Background: an optimization exercise with open tools, aiming at small area, a short achievable clock period and few clock cycles per item. Do not read the settings as production practice.
Only simulation tests tie the RTL to the original design; equivalence was not proved.
Power figures rest on the tool's default switching activity, not on a simulated workload.

Design topSystolicArray, start of the top module:
module topSystolicArray
  ( input  var logic                  i_clk
  , input  var logic                  i_arst
  , input  var logic [3:0][3:0][7:0]  i_a
  , input  var logic [3:0][3:0][7:0]  i_b
  , input  var logic                  i_validInput
  , output var logic [3:0][3:0][31:0] o_c
  , output var logic                  o_validResult
  );
  logic validResult_q;
  always_ff @(posedge i_clk, posedge i_arst)
    if (i_arst)
      validResult_q <= 1'b0;
    else
      validResult_q <= i_validInput;
  always_comb
    o_validResult = validResult_q;
  logic [3:0][3:0][30:0] tree_d, tree_q;
  preArray u_preArray
  ( .i_a (i_a)
  , .i_b (i_b)
  , .o_v (tree_d)
  );
  always_ff @(posedge i_clk)
    tree_q <= tree_d;
  logic [3:0][3:0][17:0] c;
  postArray u_postArray
  ( .i_v (tree_q)
  , .o_c (c)
  );
  for (genvar i = 0; i < 4; i++) begin: PerRow
    for (genvar j = 0; j < 4; j++) begin: PerCol
      always_comb
        o_c[i][j] = {14'd0, c[i][j]};
    end: PerCol
  end: PerRow
endmodule
Size in the first run: ~500 flip-flops, roughly 130000 sq um of cells after synthesis.
==> flow/config.mk <==
export PLATFORM = sky130hd
export DESIGN_NAME = topSystolicArray
export DESIGN_NICKNAME = topSystolicArray
export VERILOG_FILES = /design/flow/design.v
export SDC_FILE = /design/flow/constraint.sdc
export NUM_CORES = 4
export LEC_CHECK = 0
export CAP_MARGIN = 20
export CORE_MARGIN = 2
export CORE_UTILIZATION = 40
export PLACE_DENSITY = 0.7
export SETUP_SLACK_MARGIN = 2.0
export SLEW_MARGIN = 20
export SYNTH_HIERARCHICAL = 1
export SYNTH_MINIMUM_KEEP_SIZE = 0
export BUFFER_PORTS_ARGS = -buffer_cell sky130_fd_sc_hd__buf_4
==> flow/constraint.sdc <==
create_clock -name core_clock -period 7.0 [get_ports {i_clk}]
set_input_delay 1.4000 -clock core_clock [delete_from_list [all_inputs] [get_ports {i_clk}]]
set_output_delay 1.4000 -clock core_clock [all_outputs]
set_load 0.01 [all_outputs]
standard.sh (not shown) runs the stock make flow with config.mk's settings and CLKGATE_MAP_FILE= SYNTH_SCRIPT=/design/flow/synth_recipe.tcl, a recipe that flattens the netlist after the stock synthesis.
==> flow/flow/run.sh <==
#!/bin/bash
# The standard layout, with every port buffered by a buf_4 instead of the
# cell buffer_ports picks by default (a slow delay cell).
set -e
cp standard.sh standard.sh.copy.log
echo 'export BUFFER_PORTS_ARGS = -buffer_cell sky130_fd_sc_hd__buf_4' >> config.mk
bash standard.sh > standard.log 2>&1
The starting point completed without violations.
Testbench counts at the start, summed over its fixed seeds: cycles 1,016, items 512.
Rerun with:
==> flow/run.sh (new file) <==
#!/bin/bash
# synth_recipe.tcl (not shown) runs the flow's synth.tcl, then flattens the netlist and writes it again
# the make line also repeats each setting of config.mk as NAME=value (left out here)
make -C /OpenROAD-flow-scripts/flow DESIGN_CONFIG=/design/flow/config.mk WORK_HOME=/design/flow/orfs CLKGATE_MAP_FILE= SYNTH_SCRIPT=/design/flow/synth_recipe.tcl finish
Settings changed: BUFFER_PORTS_ARGS -buffer_cell sky130_fd_sc_hd__buf_4 to not set, PLACE_DENSITY 0.7 to not set.
removed: flow/flow/run.sh
removed: flow/standard.sh
Outcome: Power is higher by a few percent; synthesized cell count is unchanged; cell area rose by a few percent.
Rerun with:
Settings changed: SETUP_SLACK_MARGIN 2.0 to 1.5.
=> Core utilization drops by 1.4 points. Count of clock-buffer cells in the layout goes down by 7. Hold slack improves by 0.021 ns. Worst setup slack is worse by 0.25 ns. Cell area falls by about 3.4%. Power drops by 6.9%. Via count decreases by about 4%.

========
Starting RTL as in the previous note.
Settings: LEC_CHECK=0, CAP_MARGIN=20, CORE_MARGIN=2, CORE_UTILIZATION=40, SETUP_SLACK_MARGIN=1.5, SLEW_MARGIN=20, SYNTH_HIERARCHICAL=1, SYNTH_MINIMUM_KEEP_SIZE=0, BUFFER_PORTS_ARGS=-buffer_cell sky130_fd_sc_hd__buf_4; clock period 7.0 ns.
==> flow/flow/run.sh <==
#!/bin/bash
# The standard layout, with every port buffered by a buf_4 instead of the
# cell buffer_ports picks by default (a slow delay cell).
set -e
cp standard.sh standard.sh.copy.log
echo 'export BUFFER_PORTS_ARGS = -buffer_cell sky130_fd_sc_hd__buf_4' >> config.mk
bash standard.sh > standard.log 2>&1
Testbench counts at the start, summed over its fixed seeds: cycles 1,016, items 512.
Edit:
Settings changed: SETUP_SLACK_MARGIN 1.5 to 2.3.
What happened: The changed run finished clean; hold slack degrades by 0.029 ns; cell count stays flat; maximum frequency is higher by 13%; power is higher by 8.5%; core utilization is higher by 2.2 points; non-clock buffer count is higher by 36.
Edit:
Settings changed: SETUP_SLACK_MARGIN 2.3 to 2.0.
Maximum frequency falls by 5.5%.
Power falls by 7.4%.
Design area falls by 4.8%.
First-iteration DRC count rises by 2.9%.
Setup slack got worse by 0.28 ns.
Non-clock buffer count falls by 38.

==> re-timing with driven ports <==
The flow's constraints put no driver on any port. The routed layouts listed below were extracted and timed again, unchanged, in two steps.
Step 1: set_driving_cell puts a clkbuf_16 on i_clk and a buf_2 on each other input, an assumption about the parent block.
Step 2 times the ports against the registers' clock, not the clock port: input delays grow and output delays shrink by t, the midpoint of the rising clock arrivals with the driver on.
Three values: ideal, step 1, step 2; two values: the first two.
run	shift t [ns]	setup slack, ns	clock arrival spread, ns	pins driven straight from the clock port
the first run of note 1	0.843	1.876 / 1.784 / 1.103	0.041 / 0.041	1
the second run of note 1	0.806	1.802 / 1.699 / 1.207	0.074 / 0.074	1
the third run of note 1	0.809	1.547 / 1.449 / 0.855	0.054 / 0.054	1
the first run of note 2	0.814	1.546 / 1.440 / 1.068	0.045 / 0.045	1
the second run of note 2	0.851	2.163 / 2.058 / 1.435	0.039 / 0.040	1
the third run of note 2	0.832	1.883 / 1.778 / 1.160	0.070 / 0.070	1
After both steps setup and hold are still met in every run listed. The setup slack of the first run of note 1, which loses most, moves by -0.092 ns with the drivers and by -0.773 ns with both steps.
